This design comes from an exercise in tuning for small area on the open sky130 flow, not from production work.
In this exercise RTL edits were held to simulation tests only and were not proved equivalent to the original.
Power figures rest on the tool's default switching activity, not on a simulated workload.

==> inputs of run Y <==
==> flow/design.v (excerpt) <==
module sd_dac_top (
    input               clk,
    input               rst_n,
    input               tone_en,
    input        [31:0] phase_increment,
    input signed [15:0] sample_in,
    output              sample_strobe,
    output              output_pdm_p,
    output              output_pdm_n
);
export LEC_CHECK = 0
export CAP_MARGIN = 30
export CORE_MARGIN = 2
export CORE_UTILIZATION = 40
export CTS_BUF_LIST = sky130_fd_sc_hd__clkbuf_16
export CTS_CLUSTER_DIAMETER = 60
export CTS_CLUSTER_SIZE = 30
export GPL_TIMING_DRIVEN = 0
export SLEW_MARGIN = 30
create_clock -name core_clock -period 15.0 [get_ports {clk}]
run.sh (not shown) runs the stock make flow with config.mk's settings and CLKGATE_MAP_FILE= SYNTH_SCRIPT=/design/flow/synth_recipe.tcl, a recipe that flattens the netlist after the stock synthesis.
==> run C: changes against run Y <==
==> flow/flow/run.sh (new file) <==
#!/bin/bash
# The standard layout, with a different synthesis of the same RTL:
#  - the standard synthesis is run first, for the names and cell types of its registers;
#  - then the whole flow runs with flow/synth.tcl as the synthesis script (Yosys's quick ABC pass
#    skipped, registers renamed to the standard names) and with flow/abc_area.script, an
#    area-oriented ABC script, in a copy of ORFS's scripts (ABC_AREA=1 in config.mk selects it).
set -euo pipefail
W=$(pwd)
RES="$W/orfs/results/$FLOW_PLATFORM/sd_dac_top/base"

bash "$W/standard.sh" synth > "$W/standard_synth.log" 2>&1
python3 "$W/flow/regs.py" "$RES/1_2_yosys.v" > "$W/standard_regs.txt"
cp "$RES/1_2_yosys.v" "$W/standard_synth.v"
rm -rf "$W/orfs"

rm -rf "$W/scripts"
cp -r "$FLOW_HOME/scripts" "$W/scripts"
cp "$W/flow/abc_area.script" "$W/scripts/abc_area.script"
REF_REGS="$W/standard_regs.txt" bash "$W/standard.sh" SCRIPTS_DIR="$W/scripts" \
  SYNTH_SCRIPT="$W/flow/synth.tcl" finish > "$W/flow.log" 2>&1
==> flow/flow/abc_area.script (new file) <==
strash
dch -f
map -a
mfs2
strash
dch -f
map -a
topo
==> flow/flow/regs.py (new file) <==
# Lists the flip-flops of a mapped netlist: "base type name" per line (name without the leading
# backslash; base is the name without Yosys's cell-type suffix).
import re, sys
net = open(sys.argv[1]).read()
for typ, name in re.findall(r'^\s*(sky130_fd_sc_hd__\w*df\w*)\s+(\S+)\s*\(', net, re.M):
    if name.startswith('\\'):
        name = name[1:]
    base = re.sub(r'\$_[A-Z0-9_]+_$', '', name)
    print('{%s} %s {%s}' % (base, typ, name))
==> flow/flow/synth.tcl (new file) <==
# synth_recipe.tcl with two changes: Yosys's synth skips its quick ABC pass (-noabc), so that the
# adders are extracted from the logic as written, and the registers are then given the names the
# standard synthesis gives them (the enable polarity Yosys puts in a register's name can differ).
proc synth {args} { yosys synth -nofsm -noshare -noabc {*}$args }
source $::env(SCRIPTS_DIR)/synth.tcl
# left out here: clear keep_hierarchy, flatten, clean up, hide names made inside functions

# reference registers: lines "base type name" from the standard synthesis
set ref [dict create]
set f [open $::env(REF_REGS) r]
while {[gets $f line] >= 0} {
  if {[llength $line] != 3} { continue }
  lassign $line base type name
  dict set ref $base [list $type $name]
}
close $f
set top $::env(DESIGN_NAME)
set types [lsort -unique [lmap v [dict values $ref] {lindex $v 0}]]
set seen 0
set renames {}
foreach type $types {
  set l [yosys tee -q -s result.string select -list t:$type]
  foreach c [split [string trim $l] "\n"] {
    if {$c eq ""} { continue }
    set name [string range $c [expr {[string length $top] + 1}] end]
    regsub {\$_[A-Z0-9_]+_$} $name {} base
    if {![dict exists $ref $base]} { error "register $name has no counterpart in the standard synthesis" }
    lassign [dict get $ref $base] rtype rname
    if {$rtype ne $type} { error "register $name is a $type, the standard synthesis has a $rtype" }
    incr seen
    if {$name ne $rname} { lappend renames $name $rname }
  }
}
# every flip-flop cell must be one of the reference registers
set all [yosys tee -q -s result.string select -list t:sky130_fd_sc_hd__*df*]
set nall [llength [lsearch -all -inline -not [split [string trim $all] "\n"] ""]]
if {$seen != [dict size $ref] || $nall != $seen} { error "register count differs: $seen of [dict size $ref], $nall flip-flops" }
yosys cd $top
foreach {old new} $renames { yosys rename $old $new }
yosys cd
puts "registers renamed: [expr {[llength $renames] / 2}] of $seen"
# left out here: write 1_2_yosys.v
==> flow/standard.sh (new file) <==
#!/bin/bash
# synth_recipe.tcl (not shown) runs the flow's synth.tcl, then flattens the netlist and writes it again
# the make line also repeats each setting of config.mk as NAME=value (left out here)
make -C /OpenROAD-flow-scripts/flow DESIGN_CONFIG=/design/flow/config.mk WORK_HOME=/design/flow/orfs CLKGATE_MAP_FILE= SYNTH_SCRIPT=/design/flow/synth_recipe.tcl "${@:-finish}"
ABC_AREA = 1   (was not set)
CAP_MARGIN = 10   (was 30)
CTS_CLUSTER_DIAMETER = 100   (was 60)
CTS_CLUSTER_SIZE = 25   (was 30)
SLEW_MARGIN = 10   (was 30)
removed: flow/run.sh
==> run M: changes against run Y <==
==> flow/flow/run.sh (new file) <==
#!/bin/bash
# The standard layout, with one change: synthesis maps the logic with an area-oriented ABC
# script (flow/abc_area.script, selected by ABC_AREA=1 in config.mk) instead of ORFS's.
set -euo pipefail
W=$(pwd)
rm -rf "$W/scripts"
cp -r "$FLOW_HOME/scripts" "$W/scripts"
cp "$W/flow/abc_area.script" "$W/scripts/abc_area.script"
bash "$W/standard.sh" SCRIPTS_DIR="$W/scripts" finish > "$W/standard_flow.log" 2>&1
==> flow/flow/abc_area.script (new file) <==
strash
dch -f
map -a
mfs2
strash
dch -f
map -a
topo
==> flow/standard.sh (new file) <==
#!/bin/bash
# synth_recipe.tcl (not shown) runs the flow's synth.tcl, then flattens the netlist and writes it again
# the make line also repeats each setting of config.mk as NAME=value (left out here)
make -C /OpenROAD-flow-scripts/flow DESIGN_CONFIG=/design/flow/config.mk WORK_HOME=/design/flow/orfs CLKGATE_MAP_FILE= SYNTH_SCRIPT=/design/flow/synth_recipe.tcl "${@:-finish}"
ABC_AREA = 1   (was not set)
CTS_CLUSTER_DIAMETER = 100   (was 60)
CTS_CLUSTER_SIZE = 25   (was 30)
removed: flow/run.sh
==> run G: changes against run Y <==
==> flow/flow/run.sh (new file) <==
#!/bin/bash
# The standard layout, with a different synthesis of the same RTL:
#  - the standard synthesis is run first, for the names and cell types of its registers;
#  - then the whole flow runs with flow/synth.tcl as the synthesis script (Yosys's quick ABC pass
#    skipped, registers renamed to the standard names) and with flow/abc_area.script, an
#    area-oriented ABC script, in a copy of ORFS's scripts (ABC_AREA=1 in config.mk selects it).
set -euo pipefail
W=$(pwd)
RES="$W/orfs/results/$FLOW_PLATFORM/sd_dac_top/base"

bash "$W/standard.sh" synth > "$W/standard_synth.log" 2>&1
python3 "$W/flow/regs.py" "$RES/1_2_yosys.v" > "$W/standard_regs.txt"
cp "$RES/1_2_yosys.v" "$W/standard_synth.v"
rm -rf "$W/orfs"

rm -rf "$W/scripts"
cp -r "$FLOW_HOME/scripts" "$W/scripts"
cp "$W/flow/abc_area.script" "$W/scripts/abc_area.script"
REF_REGS="$W/standard_regs.txt" bash "$W/standard.sh" SCRIPTS_DIR="$W/scripts" \
  SYNTH_SCRIPT="$W/flow/synth.tcl" BUFFER_PORTS_ARGS="-buffer_cell sky130_fd_sc_hd__buf_1" finish > "$W/flow.log" 2>&1
==> flow/flow/abc_area.script (new file) <==
strash
dch -f
map -a
mfs2
strash
dch -f
map -a
topo
stime -c
buffer -c
upsize -c
dnsize -c
==> flow/flow/regs.py (new file) <==
# Lists the flip-flops of a mapped netlist: "base type name" per line (name without the leading
# backslash; base is the name without Yosys's cell-type suffix).
import re, sys
net = open(sys.argv[1]).read()
for typ, name in re.findall(r'^\s*(sky130_fd_sc_hd__\w*df\w*)\s+(\S+)\s*\(', net, re.M):
    if name.startswith('\\'):
        name = name[1:]
    base = re.sub(r'\$_[A-Z0-9_]+_$', '', name)
    print('{%s} %s {%s}' % (base, typ, name))
==> flow/flow/synth.tcl (new file) <==
# synth_recipe.tcl with two changes: Yosys's synth skips its quick ABC pass (-noabc), so that the
# adders are extracted from the logic as written, and the registers are then given the names the
# standard synthesis gives them (the enable polarity Yosys puts in a register's name can differ).
proc synth {args} { yosys synth -nofsm -noshare -noabc {*}$args }
source $::env(SCRIPTS_DIR)/synth.tcl
# left out here: clear keep_hierarchy, flatten, clean up, hide names made inside functions

# reference registers: lines "base type name" from the standard synthesis
set ref [dict create]
set f [open $::env(REF_REGS) r]
while {[gets $f line] >= 0} {
  if {[llength $line] != 3} { continue }
  lassign $line base type name
  dict set ref $base [list $type $name]
}
close $f
set top $::env(DESIGN_NAME)
set types [lsort -unique [lmap v [dict values $ref] {lindex $v 0}]]
set seen 0
set renames {}
foreach type $types {
  set l [yosys tee -q -s result.string select -list t:$type]
  foreach c [split [string trim $l] "\n"] {
    if {$c eq ""} { continue }
    set name [string range $c [expr {[string length $top] + 1}] end]
    regsub {\$_[A-Z0-9_]+_$} $name {} base
    if {![dict exists $ref $base]} { error "register $name has no counterpart in the standard synthesis" }
    lassign [dict get $ref $base] rtype rname
    if {$rtype ne $type} { error "register $name is a $type, the standard synthesis has a $rtype" }
    incr seen
    if {$name ne $rname} { lappend renames $name $rname }
  }
}
# every flip-flop cell must be one of the reference registers
set all [yosys tee -q -s result.string select -list t:sky130_fd_sc_hd__*df*]
set nall [llength [lsearch -all -inline -not [split [string trim $all] "\n"] ""]]
if {$seen != [dict size $ref] || $nall != $seen} { error "register count differs: $seen of [dict size $ref], $nall flip-flops" }
yosys cd $top
foreach {old new} $renames { yosys rename $old $new }
yosys cd
puts "registers renamed: [expr {[llength $renames] / 2}] of $seen"
# left out here: write 1_2_yosys.v
==> flow/standard.sh (new file) <==
#!/bin/bash
# synth_recipe.tcl (not shown) runs the flow's synth.tcl, then flattens the netlist and writes it again
# the make line also repeats each setting of config.mk as NAME=value (left out here)
make -C /OpenROAD-flow-scripts/flow DESIGN_CONFIG=/design/flow/config.mk WORK_HOME=/design/flow/orfs CLKGATE_MAP_FILE= SYNTH_SCRIPT=/design/flow/synth_recipe.tcl "${@:-finish}"
ABC_AREA = 1   (was not set)
CAP_MARGIN = 10   (was 30)
CTS_BUF_LIST = sky130_fd_sc_hd__clkbuf_8   (was sky130_fd_sc_hd__clkbuf_16)
CTS_CLUSTER_DIAMETER = 100   (was 60)
CTS_CLUSTER_SIZE = 16   (was 30)
SLEW_MARGIN = 10   (was 30)
removed: flow/run.sh
==> metrics.md <==
| Metric | Value |
|---|---|
| Status | complete, no violations |
| Combinational fraction of design power | 0.040 |
| Critical-path maximum fanout | 4 |
| Final WL | 142000 um |
| Wire per inst | 21.5 um |
| Top sig layer | met4 |
| Slew headroom | 0.206 |
| R2R Path Start | nco.phase_accumulator[0] |
| DP Area | 0.0579 mm2 |
| Max IR drop VDD | 0.113 mV |
| Vias in the first global route | 33900 |
| Fillcell total | 12800 |
| Port Buffers | 52 |
| GRT met3 Usage | 0.0286 |
(the above is from run G)
==> metrics.md <==
| Metric | Value |
|---|---|
| Status | complete, no violations |
| Fillcell total | 13300 |
| GRT met3 Usage | 0.0335 |
| Critical-path maximum fanout | 2 |
| R2R Path Start | N[2] |
| Wire per inst | 23.1 um |
| Slew headroom | 0.264 |
| DP Area | 0.0614 mm2 |
| Port Buffers | 52 |
| Vias in the first global route | 35600 |
| Max IR drop VDD | 0.115 mV |
(the above is from run Y)
==> metrics.md <==
| Metric | Value |
|---|---|
| Multi-input gate area | 0.0208 mm2 |
| Wire per inst | 19.7 um |
| Post-synth top area share | 0.507 |
| Combinational fraction of design power | 0.040 |
| Clock Path Buffers | 3 |
| Met1 GRT Util | 0.262 |
| GR peak layer | met2 |
| DP Area | 0.0581 mm2 |
| Final WL | 126000 um |
| R2R Path Start | N[4] |
| Port Buffers | 53 |
| Largest reg by FF count | r1 |
| PostCTS Resize Cnt | 1 |
| GRT met3 Usage | 0.0260 |
| Status | complete, no violations |
| Critical-path maximum fanout | 4 |
| Clk root buf | clkbuf_16 |
| Max IR drop VDD | 0.110 mV |
| R2R depth | 37 |
| Slew headroom | 0.166 |
| Fillcell total | 12400 |
(the above is from run C)
==> metrics.md <==
| Metric | Value |
|---|---|
| Status | complete, no violations |
| Top sig layer | met4 |
| Max IR drop VDD | 0.128 mV |
| Fillcell total | 12600 |
| Commonest non-fill, non-tap cell in the layout | dfxtp_1 |
| Slew headroom | 0.349 |
| GRT met3 Usage | 0.0291 |
| WL met2 | 58700 um |
| Sw frac | 0.217 |
| Final Power | 0.00688 W |
| DP Worst Slack | -0.799 ns |
| Combinational fraction of design power | 0.043 |
| DP Area | 0.0593 mm2 |
| Critical-path maximum fanout | 3 |
| Wire per inst | 19.7 um |
| Most common cell on crit path | fa_2 |
| Port Buffers | 53 |
| R2R Path Start | N[0] |
| Vias in the first global route | 33900 |
| Pint | 0.00539 W |
| Placed cell count | 6498 |
| Final WL | 130000 um |
(the above is from run M)

-- re-timing with driven ports --
Ports are ideal in the flow. The routed layouts listed here were re-timed in OpenROAD.
Step 1 (the two cells are an assumption about what drives the block):
set clk [get_ports {clk}]
set_driving_cell -lib_cell sky130_fd_sc_hd__clkbuf_16 $clk
set_driving_cell -lib_cell sky130_fd_sc_hd__buf_2 [delete_from_list [all_inputs] $clk]
Step 2 times the ports against the registers' clock, not the clock port: input delays grow and output delays shrink by t, the midpoint of the rising clock arrivals with the driver on.
Slacks: ideal / step 1 / step 2; pairs: ideal / step 1.
run	shift t [ns]	setup slack, ns	worst hold slack (ns)	worst setup path after step 2	worst register clock-pin slew, ns
run Y	0.780	0.459 / 0.507 / -0.274	0.299 / 0.299 / 0.299	input to register	0.11 / 0.11
run C	0.746	0.349 / 0.382 / -0.364	0.312 / 0.312 / 0.312	input to register	0.11 / 0.11
run M	0.763	0.419 / 0.460 / -0.303	0.298 / 0.298 / 0.298	input to register	0.11 / 0.11
run G	0.922	0.412 / 0.455 / -0.467	0.249 / 0.249 / 0.249	input to register	0.12 / 0.12
Met with ideal ports but missed after step 2: setup timing in every run listed. The setup slack of run G, which loses most, moves by +0.043 ns with the drivers and by -0.879 ns with both steps.
